Context: an optimization exercise on an open-source flow, tuned for small area and a short achievable clock period. The choices shown serve that exercise and are no tape-out recipe. At most, simulation tests tie the RTL to the original design; equivalence was not proved. Power and IR drop assume default switching activity.

==> inputs of run P <==
Design cpu_system, start of the top module:
module cpu_system(input logic clk, reset,
input logic nextInstr, inputInstr, prevData, nextData,
input logic [15:0] inputInstruction,
output logic [15:0] nextInstruction,
output logic [4:0] pc,
output logic [3:0] dispAddr,
output logic [7:0] dispData);
==> module cpu_system, before the edit <==
module cpu_system(input logic clk, reset,
input logic nextInstr, inputInstr, prevData, nextData,
input logic [15:0] inputInstruction,
output logic [15:0] nextInstruction,
output logic [4:0] pc,
output logic [3:0] dispAddr,
output logic [7:0] dispData);
    logic [15:0] ir;
    logic [4:0]  pcr;
    logic [3:0]  dr;
    logic [7:0]  dd;         
    logic [15:0] ni;         
    logic [7:0]  opa, opb;   
    logic [7:0]  R [16];
    logic [7:0]  M [16];
    function automatic logic [15:0] rom(input logic [4:0] a);
        case (a)
            5'd0: rom = 16'b001_0_0000_0000_0000;
            5'd1: rom = 16'b001_0_0000_0001_0001;
            5'd2: rom = 16'b001_1_0010_00000000;
            5'd3: rom = 16'b001_1_1111_00000000;
            5'd4: rom = 16'b001_1_0100_00000001;
            5'd5: rom = 16'b101_01001_0010_0001;
            5'd6: rom = 16'b010_0_1111_1111_0000;
            5'd7: rom = 16'b010_0_0010_0010_0100;
            5'd8: rom = 16'b101_00101_0000_0000;
            5'd9: rom = 16'b000_0_0000_1111_1111;
            default: rom = 16'b111_0000000000000;
        endcase
    endfunction
    logic [127:0] Rf, Mf, Mn;
    always_comb
        for (int k = 0; k < 16; k++) begin
            Rf[k*8 +: 8] = R[k];
            Mf[k*8 +: 8] = M[k];
        end
    wire [2:0] op     = ir[15:13];
    wire       imm    = ir[12];
    wire       is_st  = (op == 3'b000);
    wire       is_ld  = (op == 3'b001);
    wire       is_add = (op == 3'b010);
    wire       is_br  = (op == 3'b101);
    wire       is_stop= (op == 3'b111);
    wire [7:0] ml;
    read_port rp_ml(ir[3:0], Mf, ml);
    wire [7:0] sum   = opa + opb;
    wire       taken = is_br & (opa == opb);
    wire       r_we = is_add | is_ld;
    wire [3:0] r_wa = (is_add | imm) ? ir[11:8] : ir[7:4];
    wire [7:0] r_wd = is_add ? sum : (imm ? ir[7:0] : ml);
    wire       m_we = is_st;
    wire [3:0] m_wa = imm ? ir[11:8] : ir[7:4];
    wire [7:0] m_wd = imm ? ir[7:0] : opb;
    wire [15:0] rom_pc = rom(pcr);
    wire [15:0] ir_n = is_stop    ? ir :
                       nextInstr  ? rom_pc :
                       inputInstr ? inputInstruction : 16'h6000;
    wire [4:0]  pc_n = taken ? ir[12:8] : (nextInstr && !is_stop) ? pcr + 5'd1 : pcr;
    wire [3:0]  dr_n = prevData ? dr - 4'd1 : nextData ? dr + 4'd1 : dr;
    wire [7:0]  ra, rb, dd_n;
    read_port rp_a(ir_n[7:4], Rf, ra);
    read_port rp_b(ir_n[3:0], Rf, rb);
    wire [7:0]  opa_n = (r_we && r_wa == ir_n[7:4]) ? r_wd : ra;
    wire [7:0]  opb_n = (r_we && r_wa == ir_n[3:0]) ? r_wd : rb;
    logic [15:0] sd, sd_n;
    always_comb
        for (int k = 0; k < 16; k++) begin
            sd[k] = (dr == k);
            Mn[k*8 +: 8] = (m_we && m_wa == k) ? m_wd : M[k];
        end
    always_comb
        for (int k = 0; k < 16; k++)
            sd_n[k] = prevData ? sd[(k+1)%16] : nextData ? sd[(k+15)%16] : sd[k];
    read_sel rp_d(sd_n, Mn, dd_n);
    always_ff @(posedge clk, posedge reset)
        if (reset) begin
            ir  <= 16'h6000;
            opa <= 8'd0;
            opb <= 8'd0;
            pcr <= 5'd0;
            ni  <= rom(5'd0);
            dr  <= 4'd0;
            dd  <= 8'd0;
        end else begin
            ir  <= ir_n;
            opa <= opa_n;
            opb <= opb_n;
            pcr <= pc_n;
            ni  <= rom(pc_n);
            dr  <= dr_n;
            dd  <= dd_n;
        end
    always_ff @(posedge clk, posedge reset)
        if (reset) begin
            for (int k = 0; k < 16; k++) R[k] <= 8'd0;
        end else if (r_we)
            R[r_wa] <= r_wd;
    always_ff @(posedge clk, posedge reset)
        if (reset) begin
            for (int k = 0; k < 16; k++) M[k] <= 8'd0;
        end else
            for (int k = 0; k < 16; k++) M[k] <= Mn[k*8 +: 8];
    assign nextInstruction = ni;
    assign pc       = pcr;
    assign dispAddr = dr;
    assign dispData = dd;
endmodule
==> module decode16, before the edit <==
module decode16(input logic [3:0] a, output logic [15:0] sel);
    always_comb
        for (int k = 0; k < 16; k++) sel[k] = (a == k);
endmodule
==> module and_or16, before the edit <==
module and_or16(input logic [15:0] s, input logic [15:0] d, output logic q);
    assign q = |(s & d);
endmodule
clock: 6.5 ns
lec_check: 0
cap_margin: 20
core_margin: 2
core_utilization: 60
setup_slack_margin: 4.1
slew_margin: 20
synth_hierarchical: 1
synth_minimum_keep_size: 0
tns_end_percent: 5
run.sh (not shown) runs the stock make flow with config.mk's settings and CLKGATE_MAP_FILE= SYNTH_SCRIPT=/design/flow/synth_recipe.tcl, a recipe that flattens the netlist after the stock synthesis.
==> run R: changes against run P <==
==> flow/design.v (replaced) <==
module cpu_system(input logic clk, reset,
input logic nextInstr, inputInstr, prevData, nextData,
input logic [15:0] inputInstruction,
output logic [15:0] nextInstruction,
output logic [4:0] pc,
output logic [3:0] dispAddr,
output logic [7:0] dispData);
    logic [15:0] ir;
    logic [3:0]  wa;         
    logic        rwe, mwe;   
    logic [4:0]  pcr;
    logic [3:0]  dr;
    logic [7:0]  dd;         
    logic [15:0] ni;         
    logic [7:0]  opa, opb;   
    logic [7:0]  R [16];
    logic [7:0]  M [16];
    function automatic logic [15:0] rom(input logic [4:0] a);
        case (a)
            5'd0: rom = 16'b001_0_0000_0000_0000;
            5'd1: rom = 16'b001_0_0000_0001_0001;
            5'd2: rom = 16'b001_1_0010_00000000;
            5'd3: rom = 16'b001_1_1111_00000000;
            5'd4: rom = 16'b001_1_0100_00000001;
            5'd5: rom = 16'b101_01001_0010_0001;
            5'd6: rom = 16'b010_0_1111_1111_0000;
            5'd7: rom = 16'b010_0_0010_0010_0100;
            5'd8: rom = 16'b101_00101_0000_0000;
            5'd9: rom = 16'b000_0_0000_1111_1111;
            default: rom = 16'b111_0000000000000;
        endcase
    endfunction
    logic [127:0] Rf, Mf;
    always_comb
        for (int k = 0; k < 16; k++) begin
            Rf[k*8 +: 8] = R[k];
            Mf[k*8 +: 8] = M[k];
        end
    wire [2:0] op     = ir[15:13];
    wire       imm    = ir[12];
    wire       is_add = (op == 3'b010);
    wire       is_br  = (op == 3'b101);
    wire       is_stop= (op == 3'b111);
    wire [7:0] ml;
    read_port rp_ml(ir[3:0], Mf, ml);
    wire [7:0] sum   = opa + opb;
    wire       taken = is_br & (opa == opb);
    wire [7:0] r_wd  = is_add ? sum : (imm ? ir[7:0] : ml);
    wire [7:0] m_wd  = imm ? ir[7:0] : opb;
    logic [15:0] wsel;
    always_comb
        for (int k = 0; k < 16; k++) wsel[k] = (wa == k);
    wire [15:0] ir_n = is_stop    ? ir :
                       nextInstr  ? ni :
                       inputInstr ? inputInstruction : 16'h6000;
    wire [2:0]  op_n  = ir_n[15:13];
    wire        add_n = (op_n == 3'b010);
    wire [3:0]  wa_n  = (add_n | ir_n[12]) ? ir_n[11:8] : ir_n[7:4];
    wire        rwe_n = add_n | (op_n == 3'b001);
    wire        mwe_n = (op_n == 3'b000);
    wire [4:0]  pc_n = taken ? ir[12:8] : (nextInstr && !is_stop) ? pcr + 5'd1 : pcr;
    wire [3:0]  dr_n = prevData ? dr - 4'd1 : nextData ? dr + 4'd1 : dr;
    wire [3:0]  a_n = nextInstr ? ni[7:4] : inputInstruction[7:4];
    wire [3:0]  b_n = nextInstr ? ni[3:0] : inputInstruction[3:0];
    wire [7:0]  ra, rb, md;
    read_port rp_a(a_n, Rf, ra);
    read_port rp_b(b_n, Rf, rb);
    wire [7:0]  opa_n = (rwe && wa == a_n) ? r_wd : ra;
    wire [7:0]  opb_n = (rwe && wa == b_n) ? r_wd : rb;
    logic [15:0] sd, sd_n;
    always_comb
        for (int k = 0; k < 16; k++) begin
            sd[k] = (dr == k);
        end
    always_comb
        for (int k = 0; k < 16; k++)
            sd_n[k] = prevData ? sd[(k+1)%16] : nextData ? sd[(k+15)%16] : sd[k];
    read_sel rp_d(sd_n, Mf, md);
    wire        dhit = mwe & |(sd_n & wsel);
    wire [7:0]  dd_n = dhit ? m_wd : md;
    always_ff @(posedge clk, posedge reset)
        if (reset) begin
            ir[15:13] <= 3'b011;
            rwe <= 1'b0;
            mwe <= 1'b0;
            pcr <= 5'd0;
            ni  <= rom(5'd0);
            dr  <= 4'd0;
            dd  <= 8'd0;
        end else begin
            ir[15:13] <= ir_n[15:13];
            rwe <= rwe_n;
            mwe <= mwe_n;
            pcr <= pc_n;
            ni  <= rom(pc_n);
            dr  <= dr_n;
            dd  <= dd_n;
        end
    always_ff @(posedge clk) begin
        ir[12:0] <= ir_n[12:0];
        wa  <= wa_n;
        opa <= opa_n;
        opb <= opb_n;
    end
    always_ff @(posedge clk, posedge reset)
        if (reset) begin
            for (int k = 0; k < 16; k++) R[k] <= 8'd0;
        end else
            for (int k = 0; k < 16; k++)
                if (rwe && wsel[k]) R[k] <= r_wd;
    always_ff @(posedge clk, posedge reset)
        if (reset) begin
            for (int k = 0; k < 16; k++) M[k] <= 8'd0;
        end else
            for (int k = 0; k < 16; k++)
                if (mwe && wsel[k]) M[k] <= m_wd;
    assign nextInstruction = ni;
    assign pc       = pcr;
    assign dispAddr = dr;
    assign dispData = dd;
endmodule
module read_port(input logic [3:0] a, input logic [127:0] arr, output logic [7:0] q);
    logic [15:0] sel;
    decode16 dec(a, sel);
    read_sel rs(sel, arr, q);
endmodule
module read_sel(input logic [15:0] sel, input logic [127:0] arr, output logic [7:0] q);
    for (genvar b = 0; b < 8; b++) begin : g_bit
        logic [15:0] col;
        for (genvar k = 0; k < 16; k++) begin : g_word
            assign col[k] = arr[k*8 + b];
        end
        and_or16 ao(sel, col, q[b]);
    end
endmodule
module decode16(input logic [3:0] a, output logic [15:0] sel);
    logic [3:0] lo_n, hi_n;
    decode4n dlo(a[1:0], lo_n);
    decode4n dhi(a[3:2], hi_n);
    for (genvar k = 0; k < 16; k++) begin : g_sel
        nor2 u(lo_n[k%4], hi_n[k/4], sel[k]);
    end
endmodule
module decode4n(input logic [1:0] a, output logic [3:0] y_n);
    always_comb
        for (int k = 0; k < 4; k++) y_n[k] = (a != k);
endmodule
module nor2(input logic a, b, output logic y);
    assign y = ~(a | b);
endmodule
module and_or16(input logic [15:0] s, input logic [15:0] d, output logic q);
    logic [5:0] t;
    aoi222 u0(s[0], d[0], s[1], d[1], s[2], d[2], t[0]);
    aoi222 u1(s[3], d[3], s[4], d[4], s[5], d[5], t[1]);
    aoi222 u2(s[6], d[6], s[7], d[7], s[8], d[8], t[2]);
    aoi222 u3(s[9], d[9], s[10], d[10], s[11], d[11], t[3]);
    aoi222 u4(s[12], d[12], s[13], d[13], s[14], d[14], t[4]);
    nand2  u5(s[15], d[15], t[5]);
    nand6  u6(t, q);
endmodule
module aoi222(input logic a0, a1, b0, b1, c0, c1, output logic y);
    assign y = ~(a0 & a1 | b0 & b1 | c0 & c1);
endmodule
module nand2(input logic a, b, output logic y);
    assign y = ~(a & b);
endmodule
module nand6(input logic [5:0] a, output logic y);
    assign y = ~&a;
endmodule
==> flow/flow/run.sh (new file) <==
#!/bin/bash
# The standard layout, with two ORFS settings changed:
# - the port buffers are buf_2 cells instead of the buffer buffer_ports picks
#   by default (a slow delay cell on this platform);
# - timing repair may swap a cell for one with a different footprint.
set -euo pipefail
bash standard.sh \
  "BUFFER_PORTS_ARGS=-buffer_cell sky130_fd_sc_hd__buf_2" \
  MATCH_CELL_FOOTPRINT=0 \
  finish > standard.log 2>&1
==> flow/standard.sh (new file) <==
#!/bin/bash
# synth_recipe.tcl (not shown) runs the flow's synth.tcl, then flattens the netlist and writes it again
# the make line also repeats each setting of config.mk as NAME=value (left out here)
make -C /OpenROAD-flow-scripts/flow DESIGN_CONFIG=/design/flow/config.mk WORK_HOME=/design/flow/orfs CLKGATE_MAP_FILE= SYNTH_SCRIPT=/design/flow/synth_recipe.tcl "${@:-finish}"
--- a/flow/config.mk
+++ b/flow/config.mk
@@ -8,7 +8,9 @@
 export CAP_MARGIN = 20
 export CORE_MARGIN = 2
 export CORE_UTILIZATION = 60
-export SETUP_SLACK_MARGIN = 4.1
+export CTS_CLUSTER_DIAMETER = 100
+export CTS_CLUSTER_SIZE = 25
+export SETUP_SLACK_MARGIN = 3.8
 export SLEW_MARGIN = 20
 export SYNTH_HIERARCHICAL = 1
 export SYNTH_MINIMUM_KEEP_SIZE = 0
removed: flow/run.sh
==> qor summary <==
metric                                                                  run R         run P
Run status                                           timing/DRC/antenna clean  timing/DRC/antenna clean
Post-detailed-route wirelength per cell                               25.6 um       27.1 um
Final non-filler cell total                                             1,998         2,072
Via count                                                              13,962        14,308
Placed inst area                                                 16,400 sq um  18,300 sq um
Share of the final layout cell area in multi-input gates                44.9%         45.9%
Global placement routability congestion                                 0.978         0.973
Transition time of the tightest slew-check pin                        1040 ps       1070 ps
Distinct cell type count of the synthesized netlist                        67            64
Setup slack of the critical path after layout                         3610 ps       3350 ps
Cell internal power dissipation                                       2.99 mW       3.27 mW
# diodes                                                                    0             1
Initial cell density of the core                                        61.1%         60.7%
Required time reported for the critical path endpoint                 6920 ps       6890 ps
Number of detailed-routing iterations run before antenna repair            10             6
Area occupied by registers                                         8020 sq um    8010 sq um
H-Tree Level Count                                                          1             2
Post-Synthesis Net Count                                                1,669         1,529
DR WL met2                                                          23,700 um     26,800 um
Count of cells resized by post-cts repair                                 100           154
Combined buffer and inverter count along the critical path                  1             3
Fmax achieved                                                         346 MHz       317 MHz
Vert. Die Dim                                                          167 um        174 um
Inserted Clock Buffers                                                     16            36
For run P, only the layout was checked, not whether the RTL still works.

-- port drivers added, routing unchanged --
The flow's constraints put no driver on any port. The routed layouts listed below were extracted and timed again, unchanged, in two steps. Step 1: set_driving_cell puts a clkbuf_16 on clk and a buf_2 on each other input, an assumption about the parent block. Step 2 also shifts input and output timing later by t, the mid clock arrival at the registers, as if the neighbouring blocks saw the same clock. a / b / c = ideal / step 1 / step 2; a / b = the first two.
| run | t, ns | setup WS [ns] | clock arrival spread, ns |
|---|---|---|---|
| run P | 0.557 | 3.350 / 3.357 / 2.800 | 0.016 / 0.016 |
| run R | 0.570 | 3.613 / 3.503 / 2.933 | 0.026 / 0.026 |
After both steps every run listed still meets setup and hold. The setup slack of run R, which loses most, moves by -0.110 ns with the drivers and by -0.680 ns with both steps.
